This design comes from an exercise in tuning for small area, a short achievable clock period and few clock cycles on the open sky130 flow, not from production work. In this exercise RTL edits were held to simulation tests only and were not proved equivalent to the original.

## LASER
module LASER (
input CLK,
input RST,
input [3:0] X,
input [3:0] Y,
output reg [3:0] C1X,
output reg [3:0] C1Y,
output reg [3:0] C2X,
output reg [3:0] C2Y,
output reg DONE);
Size: roughly 570 flip-flops, roughly 33,000 sq um of cells after synthesis.
==> flow/config.mk <==
export PLATFORM = sky130hd
export DESIGN_NAME = LASER
export DESIGN_NICKNAME = LASER
export VERILOG_FILES = /design/flow/design.v
export SDC_FILE = /design/flow/constraint.sdc
export NUM_CORES = 4
export LEC_CHECK = 0
export CAP_MARGIN = 20
export CORE_MARGIN = 2
export CORE_UTILIZATION = 40
export SLEW_MARGIN = 20
==> flow/constraint.sdc <==
create_clock -name core_clock -period 12.0 [get_ports {CLK}]
set_input_delay 2.4000 -clock core_clock [delete_from_list [all_inputs] [get_ports {CLK}]]
set_output_delay 2.4000 -clock core_clock [all_outputs]
set_load 0.01 [all_outputs]
standard.sh (not shown) runs the stock make flow with config.mk's settings and CLKGATE_MAP_FILE= SYNTH_SCRIPT=/design/flow/synth_recipe.tcl, a recipe that flattens the netlist after the stock synthesis.
==> flow/flow/run.sh <==
#!/bin/bash
# The standard layout, with two changes to how it is made:
#  - port buffers of a regular buffer cell (buf_4) instead of the delay cell
#    that buffer_ports picks by default;
#  - repair_timing asked for more setup margin than the 12 ns clock needs,
#    so that it also works on paths that already meet 12 ns.
set -euo pipefail
bash standard.sh finish "BUFFER_PORTS_ARGS=-buffer_cell sky130_fd_sc_hd__buf_4" SETUP_SLACK_MARGIN=8.55 ABC_AREA=1 CTS_CLUSTER_SIZE=28 CTS_CLUSTER_DIAMETER=70 > standard_flow.log 2>&1
Testbench counts at the start, summed over its fixed seeds: cycles 44,462.
==> next run, changes <==
==> flow/run.sh (new file) <==
#!/bin/bash
# synth_recipe.tcl (not shown) runs the flow's synth.tcl, then flattens the netlist and writes it again
# the make line also repeats each setting of config.mk as NAME=value (left out here)
make -C /OpenROAD-flow-scripts/flow DESIGN_CONFIG=/design/flow/config.mk WORK_HOME=/design/flow/orfs CLKGATE_MAP_FILE= SYNTH_SCRIPT=/design/flow/synth_recipe.tcl finish
- CTS_CLUSTER_DIAMETER: unset -> 70
- CTS_CLUSTER_SIZE: unset -> 28
removed: flow/flow/run.sh
removed: flow/standard.sh
Worst setup slack is worse by 0.49 ns. Synthesized area goes down by a few percent. Clock-buffer cell count goes down by 1. Cell area goes down by a few percent.

* * *

Another version of the RTL of LASER (not shown whole).
Size: ~580 flip-flops.
==> flow/config.mk <==
export PLATFORM = sky130hd
export DESIGN_NAME = LASER
export DESIGN_NICKNAME = LASER
export VERILOG_FILES = /design/flow/design.v
export SDC_FILE = /design/flow/constraint.sdc
export NUM_CORES = 4
export LEC_CHECK = 0
export CAP_MARGIN = 20
export CORE_MARGIN = 2
export CORE_UTILIZATION = 40
export SLEW_MARGIN = 20
==> flow/constraint.sdc <==
create_clock -name core_clock -period 12.0 [get_ports {CLK}]
set_input_delay 2.4000 -clock core_clock [delete_from_list [all_inputs] [get_ports {CLK}]]
set_output_delay 2.4000 -clock core_clock [all_outputs]
set_load 0.01 [all_outputs]
==> flow/flow/run.sh <==
#!/bin/bash
# The standard layout, with two changes to how it is made:
#  - port buffers of a regular buffer cell (buf_4) instead of the delay cell
#    that buffer_ports picks by default;
#  - repair_timing asked for more setup margin than the 12 ns clock needs,
#    so that it also works on paths that already meet 12 ns.
set -euo pipefail
bash standard.sh finish "BUFFER_PORTS_ARGS=-buffer_cell sky130_fd_sc_hd__buf_4" SETUP_SLACK_MARGIN=8.7 > standard_flow.log 2>&1
Testbench counts at the start, summed over its fixed seeds: cycles 44,462.
Edit:
--- a/flow/flow/run.sh
+++ b/flow/flow/run.sh
@@ -7,2 +7,2 @@
 set -euo pipefail
-bash standard.sh finish "BUFFER_PORTS_ARGS=-buffer_cell sky130_fd_sc_hd__buf_4" SETUP_SLACK_MARGIN=8.7 > standard_flow.log 2>&1
+bash standard.sh finish "BUFFER_PORTS_ARGS=-buffer_cell sky130_fd_sc_hd__buf_4" SETUP_SLACK_MARGIN=8.7 CTS_CLUSTER_SIZE=32 CTS_CLUSTER_DIAMETER=90 CTS_BUF_DISTANCE=300 > standard_flow.log 2>&1
Effect: The new run completed with no timing, DRC or antenna violations. Synthesized cell count is unchanged. Critical path depth stays the same. Worst setup slack loses 0.078 ns. Sequential cell count is unchanged. Area after synthesis does not change. Count of clock-buffer cells in the layout is lower by 54. Die area does not change.
Edit:
--- a/flow/flow/run.sh
+++ b/flow/flow/run.sh
@@ -7,2 +7,2 @@
 set -euo pipefail
-bash standard.sh finish "BUFFER_PORTS_ARGS=-buffer_cell sky130_fd_sc_hd__buf_4" SETUP_SLACK_MARGIN=8.7 CTS_CLUSTER_SIZE=32 CTS_CLUSTER_DIAMETER=90 CTS_BUF_DISTANCE=300 > standard_flow.log 2>&1
+bash standard.sh finish "BUFFER_PORTS_ARGS=-buffer_cell sky130_fd_sc_hd__buf_4" SETUP_SLACK_MARGIN=8.7 CTS_CLUSTER_SIZE=22 CTS_CLUSTER_DIAMETER=60 > standard_flow.log 2>&1
After rerunning:
- The changed run finished with timing, DRC and antenna clean
- critical path depth is unchanged
- cell area is higher by about 0.5%
- synthesized area stays the same
- worst setup slack gets better by 0.023 ns
- core utilization is higher by 0.24 points
Edit:
--- a/flow/flow/run.sh
+++ b/flow/flow/run.sh
@@ -7,2 +7,2 @@
 set -euo pipefail
-bash standard.sh finish "BUFFER_PORTS_ARGS=-buffer_cell sky130_fd_sc_hd__buf_4" SETUP_SLACK_MARGIN=8.7 CTS_CLUSTER_SIZE=22 CTS_CLUSTER_DIAMETER=60 > standard_flow.log 2>&1
+bash standard.sh finish "BUFFER_PORTS_ARGS=-buffer_cell sky130_fd_sc_hd__buf_4" SETUP_SLACK_MARGIN=8.7 CTS_CLUSTER_SIZE=28 CTS_CLUSTER_DIAMETER=70 > standard_flow.log 2>&1
Settings changed: CORE_UTILIZATION 40 to 65.
The new run finished clean.
Register-to-register slack loses 0.19 ns.
Synthesized cell count is unchanged.
Die area drops by 38%.
Final cell count drops by 10%.
Sequential share of layout area climbs by 1.0 points.
Routed wire length climbs by 3.3%.
Edit:
--- a/flow/flow/run.sh
+++ b/flow/flow/run.sh
@@ -7,2 +7,2 @@
 set -euo pipefail
-bash standard.sh finish "BUFFER_PORTS_ARGS=-buffer_cell sky130_fd_sc_hd__buf_4" SETUP_SLACK_MARGIN=8.7 CTS_CLUSTER_SIZE=28 CTS_CLUSTER_DIAMETER=70 > standard_flow.log 2>&1
+bash standard.sh finish "BUFFER_PORTS_ARGS=-buffer_cell sky130_fd_sc_hd__buf_4" SETUP_SLACK_MARGIN=8.7 ABC_AREA=1 CTS_CLUSTER_SIZE=28 CTS_CLUSTER_DIAMETER=70 > standard_flow.log 2>&1
Settings changed: CORE_UTILIZATION 65 to 40.
Clock-buffer cell count came out higher by 3.
Setup slack improves by 0.084 ns.
Hold slack gets better by 0.0070 ns.
Routed wire length grows by 4.0%.
Sequential share of layout area went down by 0.78 points.

* * *

Setup of v45:
LASER with an RTL version that a note above also has.
Size: ~570 flip-flops, about 27 I/O pins.
export LEC_CHECK = 0
export CAP_MARGIN = 20
export CORE_MARGIN = 2
export CORE_UTILIZATION = 40
export SLEW_MARGIN = 20
create_clock -name core_clock -period 12.0 [get_ports {CLK}]
==> flow/flow/run.sh <==
#!/bin/bash
# The standard layout, with two changes to how it is made:
#  - port buffers of a regular buffer cell (buf_4) instead of the delay cell
#    that buffer_ports picks by default;
#  - repair_timing asked for more setup margin than the 12 ns clock needs,
#    so that it also works on paths that already meet 12 ns.
set -euo pipefail
bash standard.sh finish "BUFFER_PORTS_ARGS=-buffer_cell sky130_fd_sc_hd__buf_4" SETUP_SLACK_MARGIN=8.4 CTS_CLUSTER_SIZE=28 CTS_CLUSTER_DIAMETER=70 > standard_flow.log 2>&1
Testbench counts of v45, summed over its fixed seeds: cycles 44,462.
diff inputs: v45 => v14
==> flow/flow/run.sh <==
#!/bin/bash
set -euo pipefail
bash standard.sh finish "BUFFER_PORTS_ARGS=-buffer_cell sky130_fd_sc_hd__buf_4" SETUP_SLACK_MARGIN=8.55 "CTS_ARGS=-sink_clustering_enable -repair_clock_nets -sink_clustering_size 28 -sink_clustering_max_diameter 70 -sink_clustering_levels 1" > standard_flow.log 2>&1
v14 finished every step from synthesis to the final layout, and the layout passed the timing, DRC and antenna checks. Worst slack at placement: v14 better than v45. v14 against v45: arrival time at the worst endpoint has remained practically unchanged, slew of the pin with the lowest slew margin has decreased, routed metal-1 wirelength has increased. Comparing v45 and v14, the higher global-route usage is on v14. When v14 is set beside v45, its count of nets after finishing turns out to be about 0.9% larger. For the growth of design area from synthesis to finish, v14 came in 1.3 points higher than v45 did. Portion of the layout cell area used by clock cells, v45 and v14, lower one = v14.
Modified inputs, v53 compared to v14
==> flow/flow/run.sh <==
#!/bin/bash
set -euo pipefail
bash standard.sh finish "BUFFER_PORTS_ARGS=-buffer_cell sky130_fd_sc_hd__buf_4" SETUP_SLACK_MARGIN=8.55 "CTS_ARGS=-sink_clustering_enable -repair_clock_nets -sink_clustering_size 28 -sink_clustering_max_diameter 70 -sink_clustering_levels 1 -distance_between_buffers 500 -branching_point_buffers_distance 500" > standard_flow.log 2>&1
[summary]
- The final layout from v53, which completed every stage, passed the timing, DRC and antenna checks at the end of the flow.
- Taking v14 as the reference, in v53 clock-buffer cell count closely matched the old numbers, total global routing overflow barely changed.
- Final count of pins violating max slew came out exactly the same in v53 and v14.
### v53 -> v55
==> flow/flow/run.sh <==
#!/bin/bash
# The standard layout, with two changes to how it is made:
#  - port buffers of a regular buffer cell (buf_4) instead of the delay cell
#    that buffer_ports picks by default;
#  - repair_timing asked for more setup margin than the 12 ns clock needs,
#    so that it also works on paths that already meet 12 ns.
set -euo pipefail
bash standard.sh finish "BUFFER_PORTS_ARGS=-buffer_cell sky130_fd_sc_hd__buf_4" SETUP_SLACK_MARGIN=8.55 CTS_CLUSTER_SIZE=28 CTS_CLUSTER_DIAMETER=70 > standard_flow.log 2>&1
==> results.txt <==
As far as number of non-clock buffers goes, v53 and v55 are indistinguishable; the numbers are identical. v53 → v55: worst-path maximum fanout shows no meaningful change, fraction of registers with async set or reset after synthesis flat. Diff v55..v53 | wire length on met2 | unchanged.

* * *

Another version of the RTL of LASER (not shown whole).
Size in the first run: about 3,100 cells after synthesis, about 580 flip-flops, ~32,000 um2 of cells after synthesis.
==> flow/config.mk <==
export PLATFORM = sky130hd
export DESIGN_NAME = LASER
export DESIGN_NICKNAME = LASER
export VERILOG_FILES = /design/flow/design.v
export SDC_FILE = /design/flow/constraint.sdc
export NUM_CORES = 4
export LEC_CHECK = 0
export CAP_MARGIN = 20
export CORE_MARGIN = 2
export CORE_UTILIZATION = 40
export SLEW_MARGIN = 20
==> flow/constraint.sdc <==
create_clock -name core_clock -period 12.0 [get_ports {CLK}]
set_input_delay 2.4000 -clock core_clock [delete_from_list [all_inputs] [get_ports {CLK}]]
set_output_delay 2.4000 -clock core_clock [all_outputs]
set_load 0.01 [all_outputs]
==> flow/flow/run.sh <==
#!/bin/bash
set -euo pipefail
bash standard.sh finish "BUFFER_PORTS_ARGS=-buffer_cell sky130_fd_sc_hd__buf_4" SETUP_SLACK_MARGIN=8.4 > standard_flow.log 2>&1
The first run passed the timing, DRC and antenna checks.
Testbench counts at the start, summed over its fixed seeds: cycles 44,782.
Rerun with:
==> flow/flow/run.sh (replaced) <==
#!/bin/bash
set -euo pipefail
bash standard.sh finish "BUFFER_PORTS_ARGS=-buffer_cell sky130_fd_sc_hd__buf_4" > standard_flow.log 2>&1
What happened:
- area after synthesis is unchanged
- sequential cell count does not change
- worst hold slack gets better by 0.0071 ns
- non-clock buffer count fell by 29
- register-to-register slack got worse by 0.51 ns
- wire length came out lower by about 2.2%
- clock skew went down by 0.0033 ns
- die area stays the same
Rerun with:
==> flow/run.sh (new file) <==
#!/bin/bash
# synth_recipe.tcl (not shown) runs the flow's synth.tcl, then flattens the netlist and writes it again
# the make line also repeats each setting of config.mk as NAME=value (left out here)
make -C /OpenROAD-flow-scripts/flow DESIGN_CONFIG=/design/flow/config.mk WORK_HOME=/design/flow/orfs CLKGATE_MAP_FILE= SYNTH_SCRIPT=/design/flow/synth_recipe.tcl finish
removed: flow/flow/run.sh
removed: flow/standard.sh
Effect:
- wire length falls by 0.91%
- global-route usage falls by 0.38 points
- first-iteration DRC count falls by 6.9%
- cell area falls by 0.45%
- core utilization falls by 0.20 points
- via count is about the same
- worst setup slack got worse by 0.14 ns
- critical path depth falls by 2
- die area does not change

* * *

Another version of the RTL of LASER (not shown whole).
For scale: roughly 3100 cells after synthesis, about 580 flip-flops, roughly 27 I/O pins.
==> flow/config.mk <==
export PLATFORM = sky130hd
export DESIGN_NAME = LASER
export DESIGN_NICKNAME = LASER
export VERILOG_FILES = /design/flow/design.v
export SDC_FILE = /design/flow/constraint.sdc
export NUM_CORES = 4
export LEC_CHECK = 0
export CAP_MARGIN = 20
export CORE_MARGIN = 2
export CORE_UTILIZATION = 40
export SLEW_MARGIN = 20
==> flow/constraint.sdc <==
create_clock -name core_clock -period 12.0 [get_ports {CLK}]
set_input_delay 2.4000 -clock core_clock [delete_from_list [all_inputs] [get_ports {CLK}]]
set_output_delay 2.4000 -clock core_clock [all_outputs]
set_load 0.01 [all_outputs]
==> flow/flow/run.sh <==
#!/bin/bash
# The standard layout, with two changes to how it is made:
#  - port buffers of a regular buffer cell (buf_4) instead of the delay cell
#    that buffer_ports picks by default;
#  - repair_timing asked for more setup margin than the 12 ns clock needs,
#    so that it also works on paths that already meet 12 ns.
set -euo pipefail
bash standard.sh finish "BUFFER_PORTS_ARGS=-buffer_cell sky130_fd_sc_hd__buf_4" SETUP_SLACK_MARGIN=8.55 CTS_CLUSTER_SIZE=28 CTS_CLUSTER_DIAMETER=70 > standard_flow.log 2>&1
The first run went through all stages and came out clean.
Testbench counts at the start, summed over its fixed seeds: cycles 44,462.
Next try:
--- a/flow/flow/run.sh
+++ b/flow/flow/run.sh
@@ -8 +8 @@
-bash standard.sh finish "BUFFER_PORTS_ARGS=-buffer_cell sky130_fd_sc_hd__buf_4" SETUP_SLACK_MARGIN=8.55 CTS_CLUSTER_SIZE=28 CTS_CLUSTER_DIAMETER=70 > standard_flow.log 2>&1
+bash standard.sh finish "BUFFER_PORTS_ARGS=-buffer_cell sky130_fd_sc_hd__buf_4" SETUP_SLACK_MARGIN=8.7 CTS_CLUSTER_SIZE=28 CTS_CLUSTER_DIAMETER=70 > standard_flow.log 2>&1
- clock-buffer cell count went up by 3
- routed wire length went up by 2.0%
- via count went up by 1.6%
- hold slack got worse by 4.0 ps
- final cell count went up by 1.1%

[re-timing with driven ports]
The results above use ideal ports. As a check the final layouts listed here were re-extracted and re-timed, cells and wires unchanged.
Step 1 assumes that a clkbuf_16 drives the clock port and a buf_2 every other input.
Step 2 adds t to the input delays and takes it off the output delays; t is the mean of the earliest and latest rising clock arrival at the registers after step 1. Input paths then give back, and output paths get back, about the clock's delay inside the block.
Three values: no drivers, after step 1, after step 2; two values: the first two.
run | t, ns | setup slack, ns | worst hold slack (ns) | worst data-port slew with drivers (ns)
the first run of note 1 | 0.656 | 8.532 / 8.472 / 8.757 | 0.329 / 0.329 / 0.329 | 0.06
the second run of note 1 | 0.651 | 8.044 / 8.044 / 8.044 | 0.328 / 0.328 / 0.328 | 0.04
the first run of note 2 | 0.652 | 8.544 / 8.481 / 8.660 | 0.325 / 0.325 / 0.325 | 0.03
the second run of note 2 | 0.674 | 8.466 / 8.403 / 8.560 | 0.337 / 0.337 / 0.337 | 0.03
the third run of note 2 | 0.670 | 8.489 / 8.427 / 8.667 | 0.330 / 0.330 / 0.330 | 0.03
the fourth run of note 2 | 0.631 | 8.483 / 8.480 / 8.483 | 0.323 / 0.323 / 0.323 | 0.03
the fifth run of note 2 | 0.662 | 8.567 / 8.497 / 8.831 | 0.330 / 0.330 / 0.330 | 0.07
v45 | 0.651 | 8.549 / 8.488 / 8.552 | 0.330 / 0.330 / 0.330 | 0.03
v14 | 0.651 | 8.549 / 8.485 / 8.659 | 0.331 / 0.331 / 0.331 | 0.03
v53 | 0.651 | 8.549 / 8.485 / 8.659 | 0.331 / 0.331 / 0.331 | 0.03
v55 | 0.651 | 8.549 / 8.485 / 8.659 | 0.331 / 0.331 / 0.331 | 0.03
the first run of note 4 | 0.657 | 8.466 / 8.404 / 8.520 | 0.324 / 0.324 / 0.324 | 0.03
the second run of note 4 | 0.665 | 8.007 / 8.007 / 8.007 | 0.331 / 0.331 / 0.331 | 0.03
the third run of note 4 | 0.665 | 7.866 / 7.852 / 7.866 | 0.296 / 0.296 / 0.296 | 0.03
the first run of note 5 | 0.654 | 8.523 / 8.458 / 8.709 | 0.332 / 0.332 / 0.332 | 0.03
the second run of note 5 | 0.641 | 8.540 / 8.474 / 8.768 | 0.328 / 0.328 / 0.328 | 0.03
After both steps setup and hold are still met in every run listed.
